From an optimization exercise on the open Yosys and OpenROAD flow, aimed at a short achievable clock period and few clock cycles; shortcuts taken in it are not production practice.
Where RTL was checked, it was by simulation tests only, not by an equivalence proof against the original.

==> build 40 <==
==> flow/design.v (excerpt) <==
module arm_core (
    input  wire        clk,
    input  wire        rst,
    output wire [63:0] imem_addr,
    input  wire [31:0] imem_rdata,
    output wire [63:0] dmem_addr,
    output wire [63:0] dmem_wdata,
    output wire        dmem_we,
    input  wire [63:0] dmem_rdata
);
clock: 18.0 ns
lec_check: 0
abc_clock_period_in_ps: 3000
cap_margin: 20
core_margin: 2
core_utilization: 40
slew_margin: 20
standard.sh (not shown) runs the stock make flow with config.mk's settings and CLKGATE_MAP_FILE= SYNTH_SCRIPT=/design/flow/synth_recipe.tcl, a recipe that flattens the netlist after the stock synthesis.
==> flow/flow/run.sh <==
#!/bin/bash
# Standard ORFS layout, with three changes:
# * timing repair aims for a large setup slack, so that the design is
#   optimised well below the design's period (the SDC is unchanged);
# * synthesis leaves adders to ABC instead of mapping them to full- and
#   half-adder cells (ADDER_MAP_FILE empty); registers are unaffected;
# * after global placement, the flip-flops that drive only an output port's
#   buffer are moved next to that buffer (io_flops.tcl).
set -euo pipefail
MARGIN=${MARGIN:-13.3}
bash standard.sh SETUP_SLACK_MARGIN=$MARGIN ADDER_MAP_FILE= \
  POST_GLOBAL_PLACE_TCL=$PWD/flow/io_flops.tcl finish > make_finish.log 2>&1
==> flow/flow/io_flops.tcl <==
# POST_GLOBAL_PLACE hook: move each flip-flop that drives only an output
# port's buffer (dmem_addr, dmem_wdata, dmem_we) next to that buffer, which
# global placement put by its pin. Detailed placement legalizes them later.
set block [ord::get_db_block]
set moved 0
foreach bt [$block getBTerms] {
  if {![regexp {^dmem_(addr|wdata|we)} [$bt getName]]} continue
  set pnet [$bt getNet]
  if {$pnet eq "NULL"} continue
  set buf ""
  foreach it [$pnet getITerms] {
    if {[$it isOutputSignal]} { set buf [$it getInst] }
  }
  if {$buf eq ""} continue
  set inet ""
  foreach it [$buf getITerms] {
    if {[$it isInputSignal] && [$it getNet] ne "NULL"} { set inet [$it getNet] }
  }
  if {$inet eq ""} continue
  if {[llength [$inet getITerms]] != 2} continue
  set ff ""
  foreach it [$inet getITerms] {
    if {[$it isOutputSignal]} { set ff [$it getInst] }
  }
  if {$ff eq "" || ![string match "*dfxtp*" [[$ff getMaster] getName]]} continue
  set loc [$buf getLocation]
  $ff setLocation [lindex $loc 0] [lindex $loc 1]
  incr moved
}
puts "io_flops: moved $moved flip-flops next to their output buffers"
==> trial 85: changes against build 40 <==
--- a/flow/design.v
+++ b/flow/design.v
@@ -134,11 +134,11 @@
 	input [size - 1:0] b;
 	output [size - 1:0] out;
 	assign out = a+b ;
 endmodule 
 module ksadd #(parameter N = 64) (input [N-1:0] a, input [N-1:0] b, input cin, output [N-1:0] s);
-    localparam L = (N <= 2) ? 1 : (N <= 4) ? 2 : (N <= 8) ? 3 : (N <= 16) ? 4 : (N <= 32) ? 5 : (N <= 64) ? 6 : 7;
+    localparam L = $clog2(N);
     wire [N-1:0] p0 = a ^ b;
     wire [N-1:0] g [0:L];
     wire [N-1:0] p [0:L];
     assign g[0] = (a & b) | {{(N-1){1'b0}}, cin & p0[0]};
     assign p[0] = p0;
@@ -196,11 +196,11 @@
 localparam [10:0] OP_ORR  = 11'b10101010000;
 localparam [10:0] OP_LDUR = 11'b11111000010;
 localparam [10:0] OP_STUR = 11'b11111000000;
 localparam [7:0]  OP_CBZ  = 8'b10110100;
 reg  [63:2] pcF;
-reg  [63:2] pcOut;
+reg  [63:2] pcOut;           
 reg         vD;
 reg         fixV;            
 reg  [63:2] fixPC;
 reg  [31:0] irD;
 reg  [63:2] pcD, pc4D;
@@ -222,14 +222,16 @@
 reg         stOut;
 reg         weW;
 reg  [4:0]  rdW;
 reg  [63:0] dataW;
 reg         zWi, ldW;          
-reg  [32*64-1:0] rf;         
+reg  [63:0] rf [0:31];
 reg  [31:0] zf;
 reg  [31:0] bv;
-reg  [32*26-1:0] btb;
+reg  [11:7] btag [0:31];
+reg  [20:2] btlo [0:31];    
+reg  [1:0]  bsel [0:31];    
 reg         bu_set, bu_clr;
 reg  [4:0]  bu_idx;
 reg  [11:7] bu_tag;
 reg  [20:2] bu_tlo;
 reg  [1:0]  bu_sel;
@@ -237,14 +239,13 @@
 assign dmem_addr  = addrM;
 assign dmem_wdata = sdM;
 assign dmem_we    = stOut;
 wire [63:2] pc4F = pcF + 62'd1;
 wire [4:0]  biF  = pcF[6:2];
-wire [25:0]  bentF = btb[biF*26 +: 26];
-wire        hitF = bv[biF] & (bentF[25:21] == pcF[11:7]);
-wire [20:2]  tloF = bentF[20:2];
-wire [1:0]   selF = bentF[1:0];
+wire        hitF = bv[biF] & (btag[biF] == pcF[11:7]);
+wire [20:2]  tloF = btlo[biF];
+wire [1:0]   selF = bsel[biF];
 wire [63:21] phF = pcF[63:21];
 wire [63:21] phIncF = phF + 43'd1;
 wire [63:21] phDecF = phF - 43'd1;
 wire [63:2]  tgtF = {selF[0] ? phIncF : selF[1] ? phDecF : phF, tloF};
 wire [10:0] opF  = imem_rdata[31:21];
@@ -292,12 +293,12 @@
 wire vDe       = vD & ~fixV;
 wire stallD    = vDe & (stall_ld | stall_cbz);
 wire [63:0] intM = lateM ? resL : resM;
 wire        mA = wM & rdM == rn;
 wire        mB = wM & rdM == rb;
-wire [63:0] erlA = (mA & ~ldM) ? intM : (wW & rdW == rn) ? dataW : rf[rn*64 +: 64];
-wire [63:0] erlB = (mB & ~ldM) ? intM : (wW & rdW == rb) ? dataW : rf[rb*64 +: 64];
+wire [63:0] erlA = (mA & ~ldM) ? intM : (wW & rdW == rn) ? dataW : rf[rn];
+wire [63:0] erlB = (mB & ~ldM) ? intM : (wW & rdW == rb) ? dataW : rf[rb];
 wire [63:0] immD = {{55{irD[20]}}, irD[20:12]};
 wire [63:0] valA = eA ? resE : (mA & ldM) ? dmem_rdata : erlA;
 wire [63:0] valB = eB ? resE : (mB & ldM) ? dmem_rdata : erlB;
 wire [63:0] valBI = (aluD & eB) ? resE : (aluD & mB & ldM) ? dmem_rdata : aluD ? erlB : immD;
 wire        eA = wE & rdE == rn;
@@ -316,24 +317,23 @@
           (wM & rdM == rt) ? (lateM ? zL : zM) :
           (wW & rdW == rt) ? zW : zf[rt];
 wire takenD    = cbzD & zD;
 wire redirect  = vDe & ~stallD & (takenD != predD);
 wire [63:2] redirPC = takenD ? tgtD : pc4D;
-integer i;
 always @(posedge clk) begin
     if (rst)            pcF <= 62'd0;
     else if (fixV)      pcF <= fixPC;
     else if (redirect)  pcF <= redirPC;
     else if (stallD)    pcF <= pcF;
     else if (hitF)      pcF <= tgtF;
     else                pcF <= pc4F;
     if (rst)            pcOut <= 62'd0;
     else if (fixV)      pcOut <= fixPC;
     else if (redirect)  pcOut <= redirPC;
-    else if (stallD)    pcOut <= pcOut;
+    else if (stallD)    pcOut <= pcF;
     else if (hitF)      pcOut <= tgtF;
-    else                pcOut <= pcOut + 62'd1;
+    else                pcOut <= pc4F;
     vD    <= ~(rst | redirect | fixV);
     fixV  <= ~rst & vDe & ~stallD & takenD & predD & ~tgtokD;
     fixPC <= tgtD;
     if (!stallD) begin
         irD   <= imem_rdata;
@@ -350,16 +350,18 @@
     bu_clr <= ~rst & vDe & ~stallD & ~takenD & predD;
     bu_idx <= pcD[6:2];
     bu_tag <= pcD[11:7];
     bu_tlo <= tloD;
     bu_sel <= selD;
-    for (i = 0; i < 32; i = i + 1)
-        if (rst || (bu_idx == i && (bu_set || bu_clr))) bv[i] <= ~rst & bu_set;
-    for (i = 0; i < 32; i = i + 1)
-        if (weW && rdW == i) rf[i*64 +: 64] <= dataW;
-    for (i = 0; i < 32; i = i + 1)
-        if (bu_set && bu_idx == i) btb[i*26 +: 26] <= {bu_tag, bu_tlo, bu_sel};
+    if (rst) bv <= 32'd0;
+    else if (bu_set) begin
+        bv[bu_idx]   <= 1'b1;
+        btag[bu_idx] <= bu_tag;
+        btlo[bu_idx] <= bu_tlo;
+        bsel[bu_idx] <= bu_sel;
+    end else if (bu_clr)
+        bv[bu_idx]   <= 1'b0;
     vE     <= ~rst & vDe & ~stallD & (aluD | ldD | stD);
     lateE  <= lateD;
     lAE    <= pA;
     lBE    <= pB;
     ldE    <= ldD;
@@ -386,9 +388,10 @@
     rdW   <= rdM;
     dataW <= ldM ? dmem_rdata : intM;
     zWi   <= lateM ? zL : zM;
     ldW   <= ldM;
     if (weW) begin
+        rf[rdW] <= dataW;
         zf[rdW] <= zW;
     end
 end
 endmodule
==> flow/flow/run.sh (replaced) <==
#!/bin/bash
# Standard ORFS layout, with two changes:
# * timing repair aims for a large setup slack, so that the design is
#   optimised well below the design's period (the SDC is unchanged);
# * synthesis leaves adders to ABC instead of mapping them to full- and
#   half-adder cells (ADDER_MAP_FILE empty); registers are unaffected.
set -euo pipefail
MARGIN=${MARGIN:-13.3}
bash standard.sh SETUP_SLACK_MARGIN=$MARGIN ADDER_MAP_FILE= finish > make_finish.log 2>&1
removed: flow/flow/io_flops.tcl
==> build 16: changes against build 40 <==
--- a/flow/design.v
+++ b/flow/design.v
@@ -196,11 +196,11 @@
 localparam [10:0] OP_ORR  = 11'b10101010000;
 localparam [10:0] OP_LDUR = 11'b11111000010;
 localparam [10:0] OP_STUR = 11'b11111000000;
 localparam [7:0]  OP_CBZ  = 8'b10110100;
 reg  [63:2] pcF;
-reg  [63:2] pcOut;
+reg  [63:2] pcOut;           
 reg         vD;
 reg         fixV;            
 reg  [63:2] fixPC;
 reg  [31:0] irD;
 reg  [63:2] pcD, pc4D;
@@ -327,13 +327,13 @@
     else if (hitF)      pcF <= tgtF;
     else                pcF <= pc4F;
     if (rst)            pcOut <= 62'd0;
     else if (fixV)      pcOut <= fixPC;
     else if (redirect)  pcOut <= redirPC;
-    else if (stallD)    pcOut <= pcOut;
+    else if (stallD)    pcOut <= pcF;
     else if (hitF)      pcOut <= tgtF;
-    else                pcOut <= pcOut + 62'd1;
+    else                pcOut <= pc4F;
     vD    <= ~(rst | redirect | fixV);
     fixV  <= ~rst & vDe & ~stallD & takenD & predD & ~tgtokD;
     fixPC <= tgtD;
     if (!stallD) begin
         irD   <= imem_rdata;
==> flow/flow/run.sh (replaced) <==
#!/bin/bash
# Standard ORFS layout, with two changes:
# * timing repair aims for a large setup slack, so that the design is
#   optimised well below the design's period (the SDC is unchanged);
# * synthesis leaves adders to ABC instead of mapping them to full- and
#   half-adder cells (ADDER_MAP_FILE empty); registers are unaffected.
set -euo pipefail
MARGIN=${MARGIN:-13.3}
bash standard.sh SETUP_SLACK_MARGIN=$MARGIN ADDER_MAP_FILE= finish > make_finish.log 2>&1
removed: flow/flow/io_flops.tcl
==> impl_metrics.json <==
{
  "status": "timing/DRC/antenna clean",
  "fin_area_um2": 231000,
  "intPower_mw": 16.0,
  "hp-start": "sE[18]$_DFF_P_",
  "grt_start_max_net_pins": 167,
  "setup.worst_path.end": "imem_addr[2]",
  "die_w_um": 704,
  "clock_latency_ps": 1080,
  "met2_usage_pct": 47.1
}
-- figures above: trial 85

==> impl_metrics.json <==
{
  "clock_latency_ps": 1020,
  "intPower_mw": 16.2,
  "die_w_um": 704,
  "status": "timing/DRC/antenna clean",
  "met2_usage_pct": 43.2
}
-- figures above: build 40

==> impl_metrics.json <==
{
  "clock_latency_ps": 1070,
  "die_w_um": 704,
  "met2_usage_pct": 47.0,
  "status": "timing/DRC/antenna clean",
  "fin_area_um2": 231000,
  "setup.worst_path.end": "imem_addr[5]",
  "grt_start_max_net_pins": 124
}
-- figures above: build 16

Testbench counts of build 40, summed over its fixed seeds: cycles 46,001.
Testbench counts of build 16, summed over its fixed seeds: cycles 46,001.
For trial 85, only the layout was checked, not whether the RTL still works.

-- port drivers added, routing unchanged --
In the flow no input, the clock included, has a driving cell. The finished layouts below were timed again as built, in two steps.
Step 1 (the two cells are an assumption about what drives the block):
set clk [get_ports {clk}]
set_driving_cell -lib_cell sky130_fd_sc_hd__clkbuf_16 $clk
set_driving_cell -lib_cell sky130_fd_sc_hd__buf_2 [delete_from_list [all_inputs] $clk]
Step 2, shift: input delay + t, output delay - t, t = (earliest + latest rising clock arrival at the registers) / 2. This alone moves slack from input paths to output paths.
Three values: ideal, step 1, step 2; two values: the first two.
run	t, ns	setup slack, ns	hold slack, ns	clock arrival spread, ns	pins driven straight from the clock port
build 40	1.112	12.842 / 12.714 / 12.188	0.331 / 0.331 / 0.331	0.078 / 0.078	1
trial 85	1.143	12.730 / 12.584 / 12.170	0.321 / 0.321 / 0.321	0.182 / 0.182	1
build 16	1.119	12.722 / 12.598 / 12.077	0.285 / 0.285 / 0.285	0.149 / 0.149	1
After both steps setup and hold are still met in every run listed. For build 40, which loses most, drivers alone change the setup slack by -0.128 ns; drivers and shift together by -0.654 ns.
